Background: an optimization exercise with open tools, aiming at small area and a short achievable clock period. Do not read the settings as production practice. The RTL was checked by simulation tests, not by an equivalence proof against the original design. Power figures rest on the tool's default switching activity, not on a simulated workload.

==> flow/design.v (outline; a module is shown in full before it is edited, if it fits) <==
// module IntegerUnits: 83 lines
// module int_alu: 80 lines
// module int_add: 39 lines
// module int_rca: 15 lines
// module int_mul: 28 lines
// module int_div: 68 lines
// module int_mul_lo32: 855 lines
// module int_exec: 95 lines
module int_exec (
    input  logic        clk,
    input  logic        rst,
    input  logic        flush,
    input  logic [1:0]  alu_valid,
    input  logic [11:0] alu_prd,
    input  logic [63:0] alu_src1,
    input  logic [63:0] alu_src2,
    input  logic [7:0]  alu_control,
    input  logic [3:0]  alu_src_sel,
    input  logic [63:0] alu_imm,
    input  logic [9:0]  alu_shamt,
    input  logic [1:0]  alu_reg_write,
    input  logic [63:0] alu_pc,
    input  logic [63:0] alu_pc_plus_4,
    input  logic [13:0] alu_rob_idx,
    output logic [1:0]  alu_available,
    output logic [1:0]  alu_result_valid,
    output logic [11:0] alu_result_prd,
    output logic [63:0] alu_result_data,
    output logic [13:0] alu_result_rob_idx,
    input  logic        mul_valid,
    input  logic [5:0]  mul_prd,
    input  logic [31:0] mul_src1,
    input  logic [31:0] mul_src2,
    input  logic        mul_signed_op,
    input  logic [6:0]  mul_rob_idx,
    output logic        mul_available,
    output logic        mul_result_valid,
    output logic [5:0]  mul_result_prd,
    output logic [31:0] mul_result_data,
    output logic [6:0]  mul_result_rob_idx,
    input  logic        div_valid,
    input  logic [5:0]  div_prd,
    input  logic [31:0] div_src1,
    input  logic [31:0] div_src2,
    input  logic        div_signed_op,
    input  logic        div_remainder,
    input  logic [6:0]  div_rob_idx,
    output logic        div_available,
    output logic        div_result_valid,
    output logic [5:0]  div_result_prd,
    output logic [31:0] div_result_data,
    output logic [6:0]  div_result_rob_idx
);
  // ...
==> flow/flow/run.sh <==
#!/bin/bash
set -euo pipefail
bash standard.sh \
    "BUFFER_PORTS_ARGS=-buffer_cell sky130_fd_sc_hd__buf_1" \
    "CTS_ARGS=-sink_clustering_enable -repair_clock_nets -buf_list sky130_fd_sc_hd__clkbuf_4 -dont_use_dummy_load" \
    SETUP_SLACK_MARGIN=${SETUP_MARGIN:-68.5} finish > flow_make.log 2>&1
==> flow/standard.sh <==
#!/bin/bash
# synth_recipe.tcl (not shown) runs the flow's synth.tcl, then flattens the netlist and writes it again
# the make line also repeats each setting of config.mk as NAME=value (left out here)
make -C /OpenROAD-flow-scripts/flow DESIGN_CONFIG=/design/flow/config.mk WORK_HOME=/design/flow/orfs CLKGATE_MAP_FILE= SYNTH_SCRIPT=/design/flow/synth_recipe.tcl "${@:-finish}"
==> flow/config.mk <==
export PLATFORM = sky130hd
export DESIGN_NAME = int_exec
export DESIGN_NICKNAME = int_exec
export VERILOG_FILES = /design/flow/design.v
export SDC_FILE = /design/flow/constraint.sdc
export NUM_CORES = 4
export LEC_CHECK = 0
export ABC_AREA = 1
export CAP_MARGIN = 20
export CORE_MARGIN = 2
export CORE_UTILIZATION = 60
export SLEW_MARGIN = 20
==> flow/constraint.sdc <==
create_clock -name core_clock -period 90.0 [get_ports {clk}]
set_input_delay 18.0000 -clock core_clock [delete_from_list [all_inputs] [get_ports {clk}]]
set_output_delay 18.0000 -clock core_clock [all_outputs]
set_load 0.01 [all_outputs]
==> qor.yml, run 1 <==
power_and_ir_drop:
  p_int_mw: 0.673
  pwr-share-clk_pct: 10.6
  largestPowerGroup: "combinational cells"
clock_network:
  ctsResizeCount: 16
  clk_pin_slew_worst_paths_ns: 0.06
sta:
  setup_ws_ns: 68.66
  slew_headroom_pct: 26.6
  worstMarginPinSlew_ns: 1.10
floorplanning:
  die_w_um: 261
  die_y_um: 261
  initial_core_util_pct: 60.5
final_layout:
  seq_area_um2: 9980
  largest_reg_flops: 64
  layout-drive-gt1-share_pct: 5.07
  bufAreaShareNonClock_pct: 6.89
  n_fill_cell: 5925
global_routing:
  overflow: 0
  grt_util_met2_pct: 59.0
  grt_max_degree: 67
yosys:
  synthAdderAreaFrac_pct: 21.3
  ys_ff_latch: 474
  synthTopCellsByCount: "nand2_1 (1182), inv_1 (553), dfxtp_1 (425)"
detailed_routing:
  drc: 0
  antenna_left: 0
worst_setup_path:
  cp_top_family: "simple AND/OR/NAND/NOR gates"
  critPathLaunchType: "input port"
run_status:
  status: "timing/DRC/antenna clean"
==> inputs of run 2 (changes only) <==
==> flow/flow/run.sh (replaced) <==
#!/bin/bash
set -euo pipefail
bash standard.sh \
    "BUFFER_PORTS_ARGS=-buffer_cell sky130_fd_sc_hd__buf_1" \
    "CTS_ARGS=-sink_clustering_enable -repair_clock_nets -buf_list sky130_fd_sc_hd__clkbuf_4 -dont_use_dummy_load" \
    SETUP_SLACK_MARGIN=${SETUP_MARGIN:-69} finish > flow_make.log 2>&1
==> qor.yml, run 2 <==
run_status:
  status: "timing/DRC/antenna clean"  # unchanged
yosys:
  syn_avg_cell_area_um2: 7.69  # unchanged
  synthCells: 5161  # unchanged
  synth_top_cell_by_area: "dfxtp_1"  # unchanged
  synth_seq_area_share_pct: 25.1  # unchanged
  async_reset_ff_share_pct: 0  # unchanged
  yosys.cell_types.count: 57  # unchanged
  ys_ff_latch: 474  # unchanged
  synthTopCellsByCount: "nand2_1 (1182), inv_1 (553), dfxtp_1 (425)"  # unchanged
  synth_edf_count: 49  # unchanged
  synthFlopType: "dfxtp_1"  # unchanged
  ys_top_cells_by_area: "dfxtp_1 (21%), fa_1 (17%), nand2_1 (11%), xor2_1 (7.9%), inv_1 (5.2%)"  # unchanged
  ys_warn_count: 3  # unchanged
  synth_top_area_share_pct: 21.4  # unchanged
  syn_area_um2: 39700  # unchanged
  yosysMostFrequentCell: "nand2_1"  # unchanged
floorplanning:
  initial_core_util_pct: 60.5  # unchanged
  dieArea_um2: 68200  # unchanged
  die_y_um: 261  # unchanged
  core-area_um2: 65600  # unchanged
  die_w_um: 261  # unchanged
  rows: 94  # unchanged
  ios: 722  # unchanged
sta:
  slew_headroom_pct: 24.9  # was 26.6%
  slew_viol_final: 0  # unchanged
  fin_setup_tns_ns: 0  # unchanged
  setup_viol: 0  # unchanged
  fin_crit_sh_pct: 23.3  # was 23.7%
  rsz0062_at_grt: "true"  # unchanged
  clock_skew_ns: 0.171  # was 0.118 ns
  final_hold_viol_count: 0  # unchanged
  post-route-min-period_ns: 20.95  # was 21.34 ns
  fmax_ghz: 0.0477  # was 0.0469 GHz
  worstMarginPinSlew_ns: 1.12  # was 1.10 ns
detailed_routing:
  wl_per_cell_um: 19.7  # was 19.9 um
  via_per_inst: 5.81  # was 5.84
  drt_pass1_iterations: 6  # unchanged
  finalWirelength_mm: 130  # was 131 mm
  drc: 0  # unchanged
  first_iter_violations: 4022  # was 3939
  vias: 38300  # about the same
  antenna_left: 0  # unchanged
placed_design:
  gp_congestion: 1.01  # about the same
  io_buffers: 653  # unchanged
  dp_hpwl_mm: 99.0  # was 100 mm
worst_setup_path:
  critPathMaxFanout: 10  # was 32
  cp.required_ns: 90.73  # was 90.67 ns
  critPathLaunchType: "input port"  # unchanged
  cp.arrival_ns: 21.67  # was 22.01 ns
  endpoint_kind: "flop"  # unchanged
  worstSetupPathType: "input port to flop"  # unchanged
final_layout:
  final_common_cell: "nand2_1"  # unchanged
  nets: 6732  # was 6702
  n_fill_cell: 5887  # was 5925
  regMostFlops: "units.alu_gen.alu.res_data"  # unchanged
  top_regs: "units.alu_gen.alu.res_data x64, units.mul.t x52"  # unchanged
  multi_input_area_um2: 26500  # was 26400 um2
  largest_reg_flops: 64  # unchanged
  layout-drive-gt1-share_pct: 6.23  # was 5.07%
  utilization_pct: 67.2  # was 66.4%
  area_growth_pct: 11.0  # was 9.84%
  layout_common_cells: "nand2_1 (1172), buf_1 (645), inv_1 (543)"  # was nand2_1 (1175), buf_1 (648), inv_1 (550)
  seq_area_um2: 9980  # about the same
clock_network:
  clk_path_buf_depth: 3  # unchanged
  clk_latency_ns: 0.98  # was 0.88 ns
  clockRootBuffer: "clkbuf_4"  # unchanged
  cts_tree: "built"  # unchanged
  clk_pin_slew_worst_paths_ns: 0.06  # about the same
  htree_levels: 3  # unchanged
  cts_inserted_buffers: 116  # was 115
  clkSinkCount: 474  # unchanged
global_routing:
  grt_usage_pct: 37.0  # was 37.4%
  overflow: 0  # unchanged
  grt_pass1_wl_mm: 196  # was 198 mm
  antenna_found_initial: 4  # was 7
  grt_pass1_vias: 35500  # about the same
  grt_max_degree: 78  # was 67
power_and_ir_drop:
  power.static_leakage_nw: 19.9  # was 19.7 nW
  power_mw: 1.24  # was 1.25 mW
  peakVddDrop_mv: 0.176  # was 0.166 mV
  p_per_area_nw_per_um2: 28.0  # was 28.7 nW/um2
hold_path:
  hp-class: "flop to flop"  # unchanged
run:
  maxCapViolCount: 0  # unchanged
==> run 2: through the flow <==
step	setup slack (ns)	cell area [um2]	std cells	hold slack, ns
after floorplan	68.61	39900	5163	0.310
after global placement	66.85	42600	6444	0.310
after detailed placement	66.85	42600	6445	0.312
after CTS	69.00	43700	6570	0.205
after global routing	68.92	44100	6595	0.188
final	69.05	44100	6597	0.199
==> run 2: report_power, final <==
group	total (mW)	internal, mW	switching, mW
clock	0.131	0.0577	0.0737
combinational	0.809	0.337	0.472
sequential	0.294	0.275	0.0194
total	1.24	0.670	0.565
==> run 2: worst paths after layout <==
path                                         endpoint  slack [ns]                      from  cells past startpoint
max          units.alu_gen[0].alu.res_data[0]$_DFF_P_       69.05            alu_src_sel[1]                     27
max reg2reg                units.div.r[21]$_SDFF_PN0_       72.93   units.div.q[31]$_DFF_P_                     36
min                          units.mul.p3[16]$_DFF_P_        0.20  units.mul.p2[16]$_DFF_P_                      0
min reg2reg                  units.mul.p3[16]$_DFF_P_        0.20  units.mul.p2[16]$_DFF_P_                      0
==> run 2: timing repair <==
action	CTS	global route
gates resized for setup	47	40
pin swaps	1	9
setup endpoints to repair	54	13
hold buffers	0	0
gates cloned	3	1
setup buffers	6	18
==> run 2: cells by family after synthesis <==
kind of cell	Yosys count	share of synthesized area, %
AO/OA/AOI/OAI	1118	16.4
XOR/XNOR	413	9.11
adder cells (fa/ha/maj)	471	21.3
buffers and inverters	895	8.94
flip-flops	474	25.1
multiplexers	5	0.126
other	1	0.00945
AND/OR/NAND/NOR	1784	18.9
==> run 2: layout make-up <==
class,count,area share (%)
clock buffer,116,1.98
multi-input combinational,3794,60.1
tap,864,2.45
antenna,7,0.0397
inverter,599,5.29
timing repair inverter,1,0.0199
sequential,474,22.6
timing repair buffer,742,7.46
==> run 2: metal layers <==
layer	GRT usage [%]	vias to the layer above	routed length [um]
li1	-	18100	-
met1	49.3	17800	51400
met2	59.3	2005	60300
met3	5.72	354	11900
met4	17.8	2	6650
met5	0	-	12
==> run 2: critical path: stages <==
cell      delay [ns]
buf_2           0.15
buf_12          0.16
nand2_1         0.18
nand2_2         0.14
nand2_1         0.12
o21ai_0         0.12
fa_2            0.38
nand3_2         0.10
nand3_2         0.10
nand2_1         0.09
and2_4          0.17
inv_2           0.04
nand3b_1        0.08
nand2_2         0.11
nand2_1         0.08
nand2_1         0.10
inv_1           0.10
nor2_1          0.06
nor2_2          0.13
o21ai_2         0.10
fa_2            0.41
xor2_2          0.17
maj3_2          0.31
nand2_1         0.06
a21oi_1         0.06
nand2_1         0.06
nand4_1         0.08
==> inputs of run 3 (changes only) <==
==> flow/flow/run.sh (replaced) <==
#!/bin/bash
set -euo pipefail
bash standard.sh \
    "BUFFER_PORTS_ARGS=-buffer_cell sky130_fd_sc_hd__buf_1" \
    "CTS_ARGS=-sink_clustering_enable -repair_clock_nets -buf_list sky130_fd_sc_hd__clkbuf_4 -dont_use_dummy_load -sink_clustering_size 8 -sink_clustering_max_diameter 40" \
    SETUP_SLACK_MARGIN=${SETUP_MARGIN:-69} finish > flow_make.log 2>&1
==> qor.yml, run 3 <==
sta:
  setup_ws_ns: 69.03  # was 69.05 ns
  post-route-min-period_ns: 20.97  # was 20.95 ns
  clock_skew_ns: 0.116  # was 0.171 ns
  fmax_ghz: 0.0477  # about the same
  final_hold_viol_count: 0  # unchanged
  fin_setup_tns_ns: 0  # unchanged
  slew_viol_final: 0  # unchanged
  setup_viol: 0  # unchanged
  rsz0062_at_grt: "true"  # unchanged
  fin_crit_sh_pct: 23.3  # about the same
  worstMarginPinSlew_ns: 1.17  # was 1.12 ns
  slew_headroom_pct: 21.9  # was 24.9%
yosys:
  synthFlopType: "dfxtp_1"  # unchanged
  synthCells: 5161  # unchanged
  syn_avg_cell_area_um2: 7.69  # unchanged
  synth_top_area_share_pct: 21.4  # unchanged
  ys_ff_latch: 474  # unchanged
  synth_edf_count: 49  # unchanged
  async_reset_ff_share_pct: 0  # unchanged
  ys_top_cells_by_area: "dfxtp_1 (21%), fa_1 (17%), nand2_1 (11%), xor2_1 (7.9%), inv_1 (5.2%)"  # unchanged
  synth_seq_area_share_pct: 25.1  # unchanged
  synth_top_cell_by_area: "dfxtp_1"  # unchanged
  syn_area_um2: 39700  # unchanged
  synthTopCellsByCount: "nand2_1 (1182), inv_1 (553), dfxtp_1 (425)"  # unchanged
  yosys.cell_types.count: 57  # unchanged
  yosysMostFrequentCell: "nand2_1"  # unchanged
  ys_warn_count: 3  # unchanged
final_layout:
  n_fill_cell: 5930  # was 5887
  final_common_cell: "nand2_1"  # unchanged
  regMostFlops: "units.alu_gen.alu.res_data"  # unchanged
  layout_common_cells: "nand2_1 (1168), buf_1 (645), inv_1 (542)"  # was nand2_1 (1172), buf_1 (645), inv_1 (543)
  largest_reg_flops: 64  # unchanged
  nets: 6704  # was 6732
  area_growth_pct: 10.6  # was 11.0%
  layout-drive-gt1-share_pct: 5.95  # was 6.23%
  top_regs: "units.alu_gen.alu.res_data x64, units.mul.t x52"  # unchanged
global_routing:
  grt_pass1_wl_mm: 195  # was 196 mm
  grt_max_degree: 78  # unchanged
  grt_usage_pct: 36.8  # was 37.0%
  overflow: 0  # unchanged
  grt_pass1_vias: 35100  # was 35500
  antenna_found_initial: 5  # was 4
floorplanning:
  rows: 94  # unchanged
  ios: 722  # unchanged
  dieArea_um2: 68200  # unchanged
  die_y_um: 261  # unchanged
  core-area_um2: 65600  # unchanged
  die_w_um: 261  # unchanged
  initial_core_util_pct: 60.5  # unchanged
clock_network:
  clockRootBuffer: "clkbuf_4"  # unchanged
  cts_tree: "built"  # unchanged
  clk_pin_slew_worst_paths_ns: 0.08  # was 0.06 ns
  htree_levels: 3  # unchanged
  cts_inserted_buffers: 78  # was 116
  clkSinkCount: 474  # unchanged
  clk_latency_ns: 0.88  # was 0.98 ns
  clk_path_buf_depth: 3  # unchanged
  hold_buffers: 0  # unchanged
worst_setup_path:
  crit_chain: "buf_2 -> buf_12 -> clkinv_8 -> ha_4 -> buf_4 -> buf_6 -> xor2_1 -> ha_1 -> inv_1 -> nor3_1 -> nand2_1 -> o211a_1 -> nand2_2 -> nand2_1 -> nand2_2 -> inv_2 -> nor2_1 -> nor2_2 -> fa_1 -> xor2_1 -> o22ai_1 -> a31oi_2 -> nand3_1"
  critPathLaunchType: "input port"  # unchanged
  critical_path.startpoint: "alu_control[4]"  # was alu_src_sel[1]
  endpoint_kind: "flop"  # unchanged
  max_stage_delay_ns: 0.39  # was 0.41 ns
  r2r-end: "units.div.r[24]$_SDFF_PN0_"  # was units.div.r[21]$_SDFF_PN0_
  critical_path_depth: 23  # was 27
  cp.arrival_ns: 21.68  # was 21.67 ns
  reg2regPathDepth: 36  # unchanged
  critPathMaxFanout: 12  # was 10
  worst-path-buf-inv: 7  # was 4
  worst_path_max_delay_cell: "fa_1"  # was fa_2
  cp_top_family: "simple AND/OR/NAND/NOR gates"  # unchanged
  cp.required_ns: 90.71  # was 90.73 ns
  r2r_slack_ns: 73.01  # was 72.93 ns
  timing.rr.start: "units.div.q[31]$_DFF_P_"  # unchanged
  cp-endpoint: "units.alu_gen[1].alu.res_data[29]$_DFF_P_"  # was units.alu_gen[0].alu.res_data[0]$_DFF_P_
  worstSetupPathType: "input port to flop"  # unchanged
detailed_routing:
  wl_per_cell_um: 19.8  # was 19.7 um
  drc: 0  # unchanged
  via_per_inst: 5.82  # was 5.81
  first_iter_violations: 4137  # was 4022
  vias: 38200  # was 38300
  finalWirelength_mm: 130  # about the same
  antenna_left: 0  # unchanged
  drt_pass1_iterations: 7  # was 6
power_and_ir_drop:
  peakVddDrop_mv: 0.172  # was 0.176 mV
  p_per_area_nw_per_um2: 27.6  # was 28.0 nW/um2
  power.static_leakage_nw: 19.8  # was 19.9 nW
placed_design:
  gp_congestion: 1.01  # unchanged
  post-place-ws_ns: 66.85  # unchanged
  dp_hpwl_mm: 99.0  # unchanged
  io_buffers: 653  # unchanged
run_status:
  status: "timing/DRC/antenna clean"  # unchanged
run:
  maxCapViolCount: 0  # unchanged
hold_path:
  hp-class: "flop to flop"  # unchanged
## run 3: cell counts after synthesis
No cell type changed its count.
## run 3: per-layer routing
| metal | GRT usage [%] | up-vias | share of wire (%) |
|---|---|---|---|
| met5 | 0 | - | 0.0092 |
| met2 | 59.0 | 1987 | 46 |
| met1 | 49.3 | 17800 | 40 |
| met4 | 17.8 | 2 | 5.1 |
| li1 | - | 18100 | - |
| met3 | 5.27 | 336 | 8.7 |
## run 3: area by class of cell
| class | count | area [um2] | area share, % |
|---|---|---|---|
| well taps | 864 | 1080 | 2.46 |
| flip-flops and latches | 474 | 9980 | 22.7 |
| repair buffers | 750 | 3350 | 7.63 |
| clock buffers | 78 | 586 | 1.33 |
| repair inverters | 3 | 26.3 | 0.0598 |
| inverters | 599 | 2340 | 5.34 |
| diodes | 6 | 15.0 | 0.0342 |
| multi-input cells | 3794 | 26500 | 60.4 |
## run 3: cell families (layout without fill, tap and decap cells)
group,Yosys count,after routing,share of synthesized area (%)
AOI/OAI and AO/OA,1118,1118,16.4
and+or+nand+nor,1784,1784,18.9
other,1,9,0.00945
muxes,5,5,0.126
adders and majority gates,471,471,21.3
DFF,474,474,25.1
buffers and inverters,895,1430,8.94
xor gates and xnor gates,413,413,9.11
## run 3: where the power goes
part | leakage [nW] | internal [mW] | switching (mW)
Clock | 0.359 | 0.0396 | 0.0679
Sequential | 4.07 | 0.275 | 0.0193
Combinational | 15.4 | 0.338 | 0.472
## run 3: timing repair
action | 4_1_cts | 5_1_grt
buffers inserted | 4 | 28
pin swaps | 0 | 14
cloned | 2 | 4
endpoints found under the setup margin | 56 | 18
gates resized for setup | 43 | 59
## run 3: worst min-delay path by stage
| stage | from | end | depth (start not counted) |
|---|---|---|---|
| after floorplan | units.mul.p1[0]$_DFF_P_ | units.mul.p2[0]$_DFF_P_ | 0 |
| after global placement | units.mul.p1[6]$_DFF_P_ | units.mul.p2[6]$_DFF_P_ | 0 |
| after detailed placement | units.mul.p1[18]$_DFF_P_ | units.mul.p2[18]$_DFF_P_ | 0 |
| after CTS | units.mul.p3[12]$_DFF_P_ | units.mul.res_data[12]$_DFF_P_ | 0 |
| after global routing | units.mul.p2[16]$_DFF_P_ | units.mul.p3[16]$_DFF_P_ | 0 |
| final | units.mul.p3[12]$_DFF_P_ | units.mul.res_data[12]$_DFF_P_ | 0 |
## run 3: stage by stage
step           std cells  power (mW)  area [um2]  utilization (%)  hold WS, ns
6_report            6568        1.21       43900             66.9        0.285
5_1_grt             6568        1.36       43900             66.9        0.279
4_1_cts             6529        1.23       43400             66.1        0.282
3_5_place_dp        6445        1.10       42600             64.9        0.312
3_3_place_gp        6444        1.10       42600             64.9        0.310
2_1_floorplan       5163       0.856       39900                -        0.310
## run 3: worst register-to-register path: cells and delay by family, from the launching register on
family	cells	cell delay (ns)
adder cells (fa/ha/maj)	32	15.01
AND/OR/NAND/NOR	1	0.68
buffers and inverters	1	0.41
AO/OA/AOI/OAI	2	0.29
flip-flops	1	0.40

[separate check: timing with driven ports]
In the flow no input, the clock included, has a driving cell. The finished layouts below were timed again as built, in two steps. Step 1 sets driving cells, clkbuf_16 on the clock port and buf_2 on the other inputs (assumed; they add their load-dependent delay and slew). Step 2 times the ports against the registers' clock, not the clock port: input delays grow and output delays shrink by t, the midpoint of the rising clock arrivals with the driver on. Slacks: no drivers / after step 1 / after step 2; pairs: no drivers / after step 1.
| run | shift t [ns] | setup WS [ns] | cell pins on the clock port's net |
|---|---|---|---|
| run 1 | 0.909 | 68.656 / 68.689 / 67.779 | 1 |
| run 2 | 0.943 | 69.054 / 69.067 / 68.124 | 1 |
| run 3 | 0.868 | 69.030 / 69.064 / 68.196 | 1 |
After both steps every run listed still meets setup and hold. The setup slack of run 2, which loses most, moves by +0.013 ns with the drivers and by -0.930 ns with both steps.
